Background: an optimization exercise with open tools, aiming at small area. Do not read the settings as production practice. The RTL was checked by simulation tests, not by an equivalence proof against the original design. No activity file was given, so power comes from the tool's default toggle rates.

## qos_queue
module qos_queue(
	input clk,
	input rst,                  
	input start,                
	input in_0,                 
	input in_1,                 
	input read_tick,            
	output [3:0]  p_in,         
	output [3:0]  read,         
	output [11:0] fullness,     
	output [95:0] memory,       
	output [31:0] drop_count,   
	output [39:0] input_count   
);
export LEC_CHECK = 0
export ABC_AREA = 1
export CAP_MARGIN = 20
export CORE_MARGIN = 2
export CORE_UTILIZATION = 70
export GPL_TIMING_DRIVEN = 0
export SLEW_MARGIN = 20
create_clock -name core_clock -period 12.0 [get_ports {clk}]
standard.sh (not shown) runs the stock make flow with config.mk's settings and CLKGATE_MAP_FILE= SYNTH_SCRIPT=/design/flow/synth_recipe.tcl, a recipe that flattens the netlist after the stock synthesis.
==> flow/flow/run.sh <==
#!/bin/bash
# Layout flow: the standard ORFS flow (standard.sh) with
#  - synthesis by flow/synth.tcl (area-oriented logic mapping, same registers),
#  - port buffers of the smallest buffer cell instead of clkdlybuf4s50_1,
#  - clock tree synthesis with sink clusters of at most 25 sinks and 70 um
#    and without dummy loads.
# The make output goes to flow.log; ORFS keeps each step's log under orfs/logs.
set -euo pipefail
W=$PWD
bash standard.sh \
  "SYNTH_SCRIPT=$W/flow/synth.tcl" \
  "BUFFER_PORTS_ARGS=-buffer_cell sky130_fd_sc_hd__buf_1" \
  "CTS_ARGS=-sink_clustering_enable -repair_clock_nets -sink_clustering_size 25 -sink_clustering_max_diameter 70 -dont_use_dummy_load" \
  finish > "$W/flow.log" 2>&1
==> flow/flow/area.abc <==
strash
dch -f
amap
topo
==> flow/flow/synth.tcl <==
# The standard synthesis (synth_recipe.tcl), with three changes to the
# logic mapping only: Yosys's synth runs without its internal abc pass, so
# extract_fa sees the ripple adders as the RTL writes them; extract_fa only
# extracts full adders (half adders are left to ABC, which can then merge
# the inversions of the inverted age registers into the increment logic);
# and the final ABC mapping uses flow/area.abc, an area-only mapping without
# buffering or upsizing (placement repairs slew, capacitance and timing).
# Registers and their names are the same as in the standard synthesis.
set flow_dir [file dirname [file normalize [info script]]]
proc synth {args} { yosys synth -nofsm -noshare -noabc {*}$args }
proc abc {args} {
  set i [lsearch -exact $args -script]
  if { $i >= 0 } { lset args [expr { $i + 1 }] $::flow_dir/area.abc }
  yosys abc {*}$args
}
proc extract_fa {args} { yosys extract_fa -fa }
source $::env(SCRIPTS_DIR)/synth.tcl
# left out here: clear keep_hierarchy, flatten, clean up, hide names made inside functions, write 1_2_yosys.v
The baseline went through all stages and came out clean.
Next try:
CORE_UTILIZATION = 60   (was 70)
GPL_TIMING_DRIVEN = unset   (was 0)
What happened: The new run passed the timing, design-rule and antenna checks; cell count came out higher slightly; maximum frequency came out higher by a little under a tenth; total power came out lower slightly; final area is about the same; die area came out higher by about a fifth; count of clock-buffer cells in the layout came out higher by 2; area after synthesis is unchanged; via count came out lower by a few percent; global-route usage came out lower by 4.2 points.
Next try:
--- a/flow/flow/run.sh
+++ b/flow/flow/run.sh
@@ -4,3 +4,3 @@
 #  - port buffers of the smallest buffer cell instead of clkdlybuf4s50_1,
-#  - clock tree synthesis with sink clusters of at most 25 sinks and 70 um
+#  - clock tree synthesis with sink clusters of at most 32 sinks and 70 um
 #    and without dummy loads.
@@ -12,3 +12,3 @@
   "BUFFER_PORTS_ARGS=-buffer_cell sky130_fd_sc_hd__buf_1" \
-  "CTS_ARGS=-sink_clustering_enable -repair_clock_nets -sink_clustering_size 25 -sink_clustering_max_diameter 70 -dont_use_dummy_load" \
+  "CTS_ARGS=-sink_clustering_enable -repair_clock_nets -sink_clustering_size 32 -sink_clustering_max_diameter 70 -dont_use_dummy_load" \
   finish > "$W/flow.log" 2>&1
CORE_UTILIZATION = 70   (was 60)
After rerunning:
- The new run finished clean
- power is about the same
- hold slack improves by 16 ps
- clock-buffer cell count decreases by 5
- cell area decreases by 0.72%
- setup slack improves by 54 ps
- sequential share of layout area increases by 0.27 points
- via count increases by 2.7%
- core utilization increases by 10 points


== main ==
qos_queue, a different RTL version from the one above (not shown whole).
Size in the first run: roughly 3000 cells after synthesis, ~590 flip-flops, ~190 I/O pins, roughly 0.031 sq mm of cells after synthesis.
export LEC_CHECK = 0
export ABC_AREA = 1
export CAP_MARGIN = 20
export CORE_MARGIN = 2
export CORE_UTILIZATION = 60
export CTS_CLUSTER_DIAMETER = 70
export CTS_CLUSTER_SIZE = 25
export SLEW_MARGIN = 20
create_clock -name core_clock -period 12.0 [get_ports {clk}]
==> flow/flow/run.sh <==
#!/bin/bash
# Layout flow: the standard ORFS flow (standard.sh) with
#  - synthesis by flow/synth.tcl (area-oriented logic mapping, same registers),
#  - port buffers of the smallest buffer cell instead of clkdlybuf4s50_1.
# The make output goes to flow.log; ORFS keeps each step's log under orfs/logs.
set -euo pipefail
W=$PWD
bash standard.sh \
  "SYNTH_SCRIPT=$W/flow/synth.tcl" \
  "BUFFER_PORTS_ARGS=-buffer_cell sky130_fd_sc_hd__buf_1" \
  finish > "$W/flow.log" 2>&1
==> flow/flow/area.abc <==
strash
dch
amap
strash
dch
amap
topo
==> flow/flow/synth.tcl <==
# The standard synthesis (synth_recipe.tcl), with two changes to the
# logic mapping only: Yosys's synth runs without its internal abc pass, so
# extract_fa sees the ripple adders as the RTL writes them, and the final
# ABC mapping uses flow/area.abc, an area-only mapping without buffering or
# upsizing (placement repairs slew, capacitance and timing). Registers and
# their names are the same as in the standard synthesis.
set flow_dir [file dirname [file normalize [info script]]]
proc synth {args} { yosys synth -nofsm -noshare -noabc {*}$args }
proc abc {args} {
  set i [lsearch -exact $args -script]
  if { $i >= 0 } { lset args [expr { $i + 1 }] $::flow_dir/area.abc }
  yosys abc {*}$args
}
source $::env(SCRIPTS_DIR)/synth.tcl
# left out here: clear keep_hierarchy, flatten, clean up, hide names made inside functions, write 1_2_yosys.v
STATUS run=main STAGES=ALL_DONE FINAL_CHECKS=FAILED CAUSE=setup timing
Input changes introduced in the feature branch (baseline for comparison: main):
- CORE_UTILIZATION changed from 60 to 40
==> flow/flow/area.abc <==
strash
dch
map -a
topo
- The feature branch finished every step from synthesis to the final layout, and the layout passed the timing, design-rule and antenna checks.
- Final cell area: the feature branch above main
- [compare] base=main new=the feature branch: clock power now larger, final routed wirelength across all metal layers decreased by about 1.8% relative to the old numbers.
- main has lower setup slack than the feature branch.
- Diff main -> the feature branch | placed instance area | up by a few percent
- Compared with main, in the feature branch proportion of total power due to net switching rose 0.87 points; via density per instance fell about 15%.


The RTL this note starts from:
==> flow/design.v <==
module switch(
	input clk,
	input rst,
	input start,
	input in_0,
	input in_1,
	output reg wr,              
	output reg [3:0] p,         
	output [3:0] p_out          
);
	reg run;                    
	reg [1:0] cnt;              
	reg r, done;
	reg [1:0] c;
	reg [3:0] q;
	always @(posedge clk) begin
		r = run | ~start;
		c = start ? cnt : 2'd0;
		q = start ? p : 4'd0;
		done = 1'b0;
		if (r) begin
			if (in_0) begin
				if (c == 2'd3) done = 1'b1;
				c = c + 2'd1;
			end
			if (in_1 && !done) begin
				q[c] = 1'b1;
				if (c == 2'd3) done = 1'b1;
				c = c + 2'd1;
			end
		end
		cnt <= c;
		if (rst) begin
			run <= 1'b0;
			wr <= 1'b0;
			p <= 4'd0;
		end else begin
			run <= r & ~done;
			wr <= done;
			p <= q;
		end
	end
	assign p_out = run ? 4'd0 : p;
endmodule
module buffer(
	input clk,
	input rst,
	input [3:0] p_in,
	input read,
	input write,
	output reg [23:0] memory,
	output reg [2:0] fullness,
	output reg [15:0] time_total,
	output reg [9:0] input_count,
	output reg [7:0] drop_count
);
	reg [13:0] age [0:5];
	wire rd = read & (fullness != 3'd0);
	wire drop = write & ~rd & (fullness == 3'd6);
	wire sh = rd | drop;
	wire [2:0] f1 = fullness - {2'd0, rd};
	wire [2:0] f2 = f1 + {2'd0, write & ~drop};
	integer j, k;
	reg [13:0] x;
	reg [14:0] cc;
	reg [5:0] wrap;
	reg vld;
	reg [13:0] n [0:5];
	always @(*) begin
		for (j = 0; j < 6; j = j + 1) begin
			if (rst) x = 14'd0;
			else if (sh) x = (j < 5) ? age[(j + 1) % 6] : 14'd0;
			else x = age[j];
			vld = ~rst & (j < f2);
			cc[0] = vld;
			for (k = 0; k < 14; k = k + 1) begin
				n[j][k] = x[k] ^ cc[k];
				cc[k + 1] = x[k] & cc[k];
			end
			wrap[j] = cc[14];
		end
	end
	wire s1 = wrap[0] ^ wrap[1] ^ wrap[2];
	wire k1 = (wrap[0] & wrap[1]) | (wrap[2] & (wrap[0] ^ wrap[1]));
	wire s2 = wrap[3] ^ wrap[4] ^ wrap[5];
	wire k2 = (wrap[3] & wrap[4]) | (wrap[5] & (wrap[3] ^ wrap[4]));
	wire [1:0] wc = {k1 ^ k2 ^ (s1 & s2), s1 ^ s2};
	wire [15:0] v = ~{wc, sh ? age[0] : 14'd0};
	wire [15:0] f2x = {13'd0, f2};
	reg [15:0] ps, pc;
	reg [16:0] tc;
	reg [15:0] tn;
	always @(*) begin
		for (k = 0; k < 16; k = k + 1) begin
			ps[k] = time_total[k] ^ v[k] ^ f2x[k];
			pc[k] = (time_total[k] & v[k]) | (f2x[k] & (time_total[k] ^ v[k]));
		end
		tc[0] = 1'b1;
		for (k = 0; k < 16; k = k + 1) begin
			if (k == 0) begin
				tn[k] = ps[k] ^ tc[k];
				tc[k + 1] = ps[k] & tc[k];
			end else begin
				tn[k] = ps[k] ^ pc[k - 1] ^ tc[k];
				tc[k + 1] = (ps[k] & pc[k - 1]) | (tc[k] & (ps[k] ^ pc[k - 1]));
			end
		end
	end
	reg [10:0] ic;
	reg [8:0] dc;
	reg [9:0] icn;
	reg [7:0] dcn;
	always @(*) begin
		ic[0] = write;
		for (k = 0; k < 10; k = k + 1) begin
			icn[k] = input_count[k] ^ ic[k];
			ic[k + 1] = input_count[k] & ic[k];
		end
		dc[0] = drop;
		for (k = 0; k < 8; k = k + 1) begin
			dcn[k] = drop_count[k] ^ dc[k];
			dc[k + 1] = drop_count[k] & dc[k];
		end
	end
	reg [3:0] m;
	reg [23:0] mn;
	always @(*) begin
		for (j = 0; j < 6; j = j + 1) begin
			if (sh) m = (j < 5) ? memory[4 * ((j + 1) % 6) +: 4] : 4'd0;
			else m = memory[4 * j +: 4];
			if (write && (j == 5 ? (f1 >= 3'd5) : (f1 == j))) m = p_in;
			mn[4 * j +: 4] = m;
		end
	end
	always @(posedge clk) begin
		for (j = 0; j < 6; j = j + 1) age[j] <= n[j];
		if (rst) begin
			memory <= 24'd0;
			fullness <= 3'd0;
			time_total <= 16'd0;
			input_count <= 10'd0;
			drop_count <= 8'd0;
		end else begin
			memory <= mn;
			fullness <= f2;
			time_total <= tn;
			input_count <= icn;
			drop_count <= dcn;
		end
	end
endmodule
module rca #(parameter W = 8) (
	input [W-1:0] a,
	input [W-1:0] b,
	input ci,
	output [W-1:0] s
);
	wire [W:0] cy;
	assign cy[0] = ci;
	genvar i;
	generate
		for (i = 0; i < W; i = i + 1) begin : g
			assign s[i] = a[i] ^ b[i] ^ cy[i];
			assign cy[i + 1] = (a[i] & b[i]) | (cy[i] & (a[i] ^ b[i]));
		end
	endgenerate
endmodule
module gt #(parameter W = 8) (
	input [W-1:0] a,
	input [W-1:0] b,
	output o
);
	wire [W:0] c;
	assign c[0] = 1'b0;
	genvar i;
	generate
		for (i = 0; i < W; i = i + 1) begin : g
			assign c[i + 1] = (a[i] & ~b[i]) | (c[i] & (a[i] | ~b[i]));
		end
	endgenerate
	assign o = c[W];
endmodule
module decision(
	input  clk,
	input  rst,
	input  read_clk,
	input [2:0] fullness_1,
	input [2:0] fullness_2,
	input [2:0] fullness_3,
	input [2:0] fullness_4,
	input [15:0] total_time_1,
	input [15:0] total_time_2,
	input [15:0] total_time_3,
	input [15:0] total_time_4,
	output reg read_1,
	output reg read_2,
	output reg read_3,
	output reg read_4
);
	function [15:0] sq;
		input [2:0] f;
		input [11:0] w;
		case (f)
			3'd0: sq = 16'd0;
			3'd1: sq = w;
			3'd2: sq = w * 4;
			3'd3: sq = w * 9;
			3'd4: sq = w * 16;
			3'd5: sq = w * 25;
			3'd6: sq = w * 36;
			default: sq = w * 49;
		endcase
	endfunction
	wire [15:0] k0 = sq(fullness_1, 12'd15);
	wire [15:0] k1 = sq(fullness_2, 12'd425);
	wire [15:0] k2 = sq(fullness_3, 12'd759);
	wire [15:0] k3 = sq(fullness_4, 12'd1000);
	wire [18:0] h0, g0;
	rca #(19) a0a({total_time_1, 3'd0}, ~{3'd0, total_time_1}, 1'b1, g0);
	rca #(19) a0b(g0, {12'd0, k0[9:3]}, 1'b0, h0);
	wire [21:0] p0 = {h0, k0[2:0]};
	wire [18:0] h1, g1;
	rca #(19) a1a({1'b0, total_time_2, 2'd0}, {3'd0, total_time_2}, 1'b0, g1);
	rca #(19) a1b(g1, {8'd0, k1[13:3]}, 1'b0, h1);
	wire [21:0] p1 = {h1, k1[2:0]};
	wire [20:0] g2a, g2, p2;
	rca #(21) a2a({4'd0, total_time_3, 1'b0}, {5'd0, total_time_3}, 1'b0, g2a);
	rca #(21) a2b({1'b0, total_time_3, 4'd0}, g2a, 1'b0, g2);
	rca #(21) a2c(g2, {6'd0, k2[14:0]}, 1'b0, p2);
	wire [17:0] g3, p3;
	rca #(18) a3a({1'b0, total_time_4, 1'b0}, {2'd0, total_time_4}, 1'b0, g3);
	rca #(18) a3b(g3, {2'd0, k3}, 1'b0, p3);
	wire c01, c23, cf;
	gt #(22) g01(p1, p0, c01);
	gt #(21) g23({3'd0, p3}, p2, c23);
	wire [21:0] m01 = c01 ? p1 : p0;
	wire [20:0] m23 = c23 ? {3'd0, p3} : p2;
	gt #(22) gf({1'b0, m23}, m01, cf);
	wire go = read_clk & ~rst;
	always @(posedge clk) begin
		read_1 <= go & ~cf & ~c01;
		read_2 <= go & ~cf & c01;
		read_3 <= go & cf & ~c23;
		read_4 <= go & cf & c23;
	end
endmodule
module qos_queue(
	input clk,
	input rst,                  
	input start,                
	input in_0,                 
	input in_1,                 
	input read_tick,            
	output [3:0]  p_in,         
	output [3:0]  read,         
	output [11:0] fullness,     
	output [95:0] memory,       
	output [31:0] drop_count,   
	output [39:0] input_count   
);
	wire wr;
	wire [3:0] pk;
	wire [15:0] total_times[3:0];
	switch switch1(clk, rst, start, in_0, in_1, wr, pk, p_in);
	genvar b;
	generate
		for (b = 0; b < 4; b = b + 1) begin : g_buf
			buffer buffer_i(clk, rst, pk, read[b], wr & (pk[3:2] == b),
				memory[24*b +: 24], fullness[3*b +: 3], total_times[b],
				input_count[10*b +: 10], drop_count[8*b +: 8]);
		end
	endgenerate
	decision decision1(clk, rst, read_tick, fullness[2:0], fullness[5:3], fullness[8:6], fullness[11:9],
		total_times[0], total_times[1], total_times[2], total_times[3], read[0], read[1], read[2], read[3]);
endmodule
Settings: LEC_CHECK=0, ABC_AREA=1, CAP_MARGIN=20, CORE_MARGIN=2, CORE_UTILIZATION=40, CTS_CLUSTER_DIAMETER=50, CTS_CLUSTER_SIZE=30, SLEW_MARGIN=20; clock period 12.0 ns.
run.sh (not shown) runs the stock make flow with config.mk's settings and CLKGATE_MAP_FILE= SYNTH_SCRIPT=/design/flow/synth_recipe.tcl, a recipe that flattens the netlist after the stock synthesis.
Stock flow here: none of the scripts above is used.
The first run passed the timing, design-rule and antenna checks.
Rerun with:
--- a/flow/config.mk
+++ b/flow/config.mk
@@ -12,2 +12,2 @@
-export CTS_CLUSTER_DIAMETER = 50
-export CTS_CLUSTER_SIZE = 30
+export CTS_CLUSTER_DIAMETER = 70
+export CTS_CLUSTER_SIZE = 25
What happened: Setup slack degrades by 0.010 ns; sequential power is about the same; final area is lower by 2.9%; register-to-register slack stays flat; synthesized cell count does not change; die area stays the same; total power drops by 10%; combinational power is about the same; wire length goes down by 1.5%; cell count falls by 1.3%; sequential cell count is unchanged.


## v7
// qos_queue: RTL as listed in full above, without the edits since
==> flow/config.mk <==
export PLATFORM = sky130hd
export DESIGN_NAME = qos_queue
export DESIGN_NICKNAME = qos_queue
export VERILOG_FILES = /design/flow/design.v
export SDC_FILE = /design/flow/constraint.sdc
export NUM_CORES = 4
export LEC_CHECK = 0
export ABC_AREA = 1
export CAP_MARGIN = 20
export CORE_MARGIN = 2
export CORE_UTILIZATION = 40
export CTS_BUF_LIST = sky130_fd_sc_hd__clkbuf_4
export CTS_CLUSTER_SIZE = 30
export SLEW_MARGIN = 20
==> flow/constraint.sdc <==
create_clock -name core_clock -period 12.0 [get_ports {clk}]
set_input_delay 2.4000 -clock core_clock [delete_from_list [all_inputs] [get_ports {clk}]]
set_output_delay 2.4000 -clock core_clock [all_outputs]
set_load 0.01 [all_outputs]
v7 reached the end of the flow, and the finished layout is clean on the timing, design-rule and antenna checks.
diff inputs: v7 => v29
- a deleted CTS_BUF_LIST that had been sky130_fd_sc_hd__clkbuf_4
- a deleted CTS_CLUSTER_SIZE that had been 30
Results
Measured against each other, v29 and v7 differ in combinational share of power, the higher figure coming from v7.
TritonCTS buffer count went down by more than half going from v7 to v29.
When v29 is set beside v7, its final design utilization turns out to be 0.17 points larger.
Largest clock skew in the final design is lower on v29
Routing usage on met3 delta for v29 relative to v7: 1.1 points lower
Of v29 and v7, the higher layout net count belongs to v7.
Total power, v29 vs v7: up by a few percent
The global-route usage reported for v29 is smaller than that of v7 by 0.34 points.

-- static timing again, ports no longer ideal --
In the flow no input, the clock included, has a driving cell. The finished layouts below were timed again as built, in two steps. Step 1 sets driving cells, clkbuf_16 on the clock port and buf_2 on the other inputs (assumed; they add their load-dependent delay and slew). Step 2, shift: input delay + t, output delay - t, t = (earliest + latest rising clock arrival at the registers) / 2. This alone moves slack from input paths to output paths. Slacks: ideal ports / drivers / drivers and shift; pairs: ideal ports / drivers.
| run | t (ns) | slack for setup (ns) | worst register clock-pin slew, ns | worst data-port slew with drivers (ns) | pins driven straight from the clock port |
|---|---|---|---|---|---|
| the first run of note 1 | 0.603 | 0.717 / 0.751 / 0.148 | 0.10 / 0.10 | 0.05 | 1 |
| the second run of note 1 | 0.619 | 1.465 / 1.465 / 1.158 | 0.10 / 0.10 | 0.05 | 1 |
| the third run of note 1 | 0.653 | 1.519 / 1.519 / 1.107 | 0.12 / 0.12 | 0.04 | 1 |
| main | 0.635 | -0.342 / -0.342 / -0.342 | 0.10 / 0.10 | 0.06 | 1 |
| the feature branch | 0.653 | 0.525 / 0.525 / 0.525 | 0.10 / 0.10 | 0.06 | 1 |
| the first run of note 3 | 0.687 | 0.745 / 0.745 / 0.745 | 0.07 / 0.07 | 0.06 | 1 |
| the second run of note 3 | 0.661 | 0.735 / 0.735 / 0.735 | 0.10 / 0.10 | 0.07 | 1 |
| v7 | 1.050 | 0.696 / 0.696 / 0.696 | 0.07 / 0.07 | 0.06 | 1 |
| v29 | 0.665 | 0.690 / 0.690 / 0.690 | 0.06 / 0.06 | 0.06 | 1 |
For the first run of note 1, which loses most, drivers alone change the setup slack by +0.034 ns; drivers and shift together by -0.569 ns.
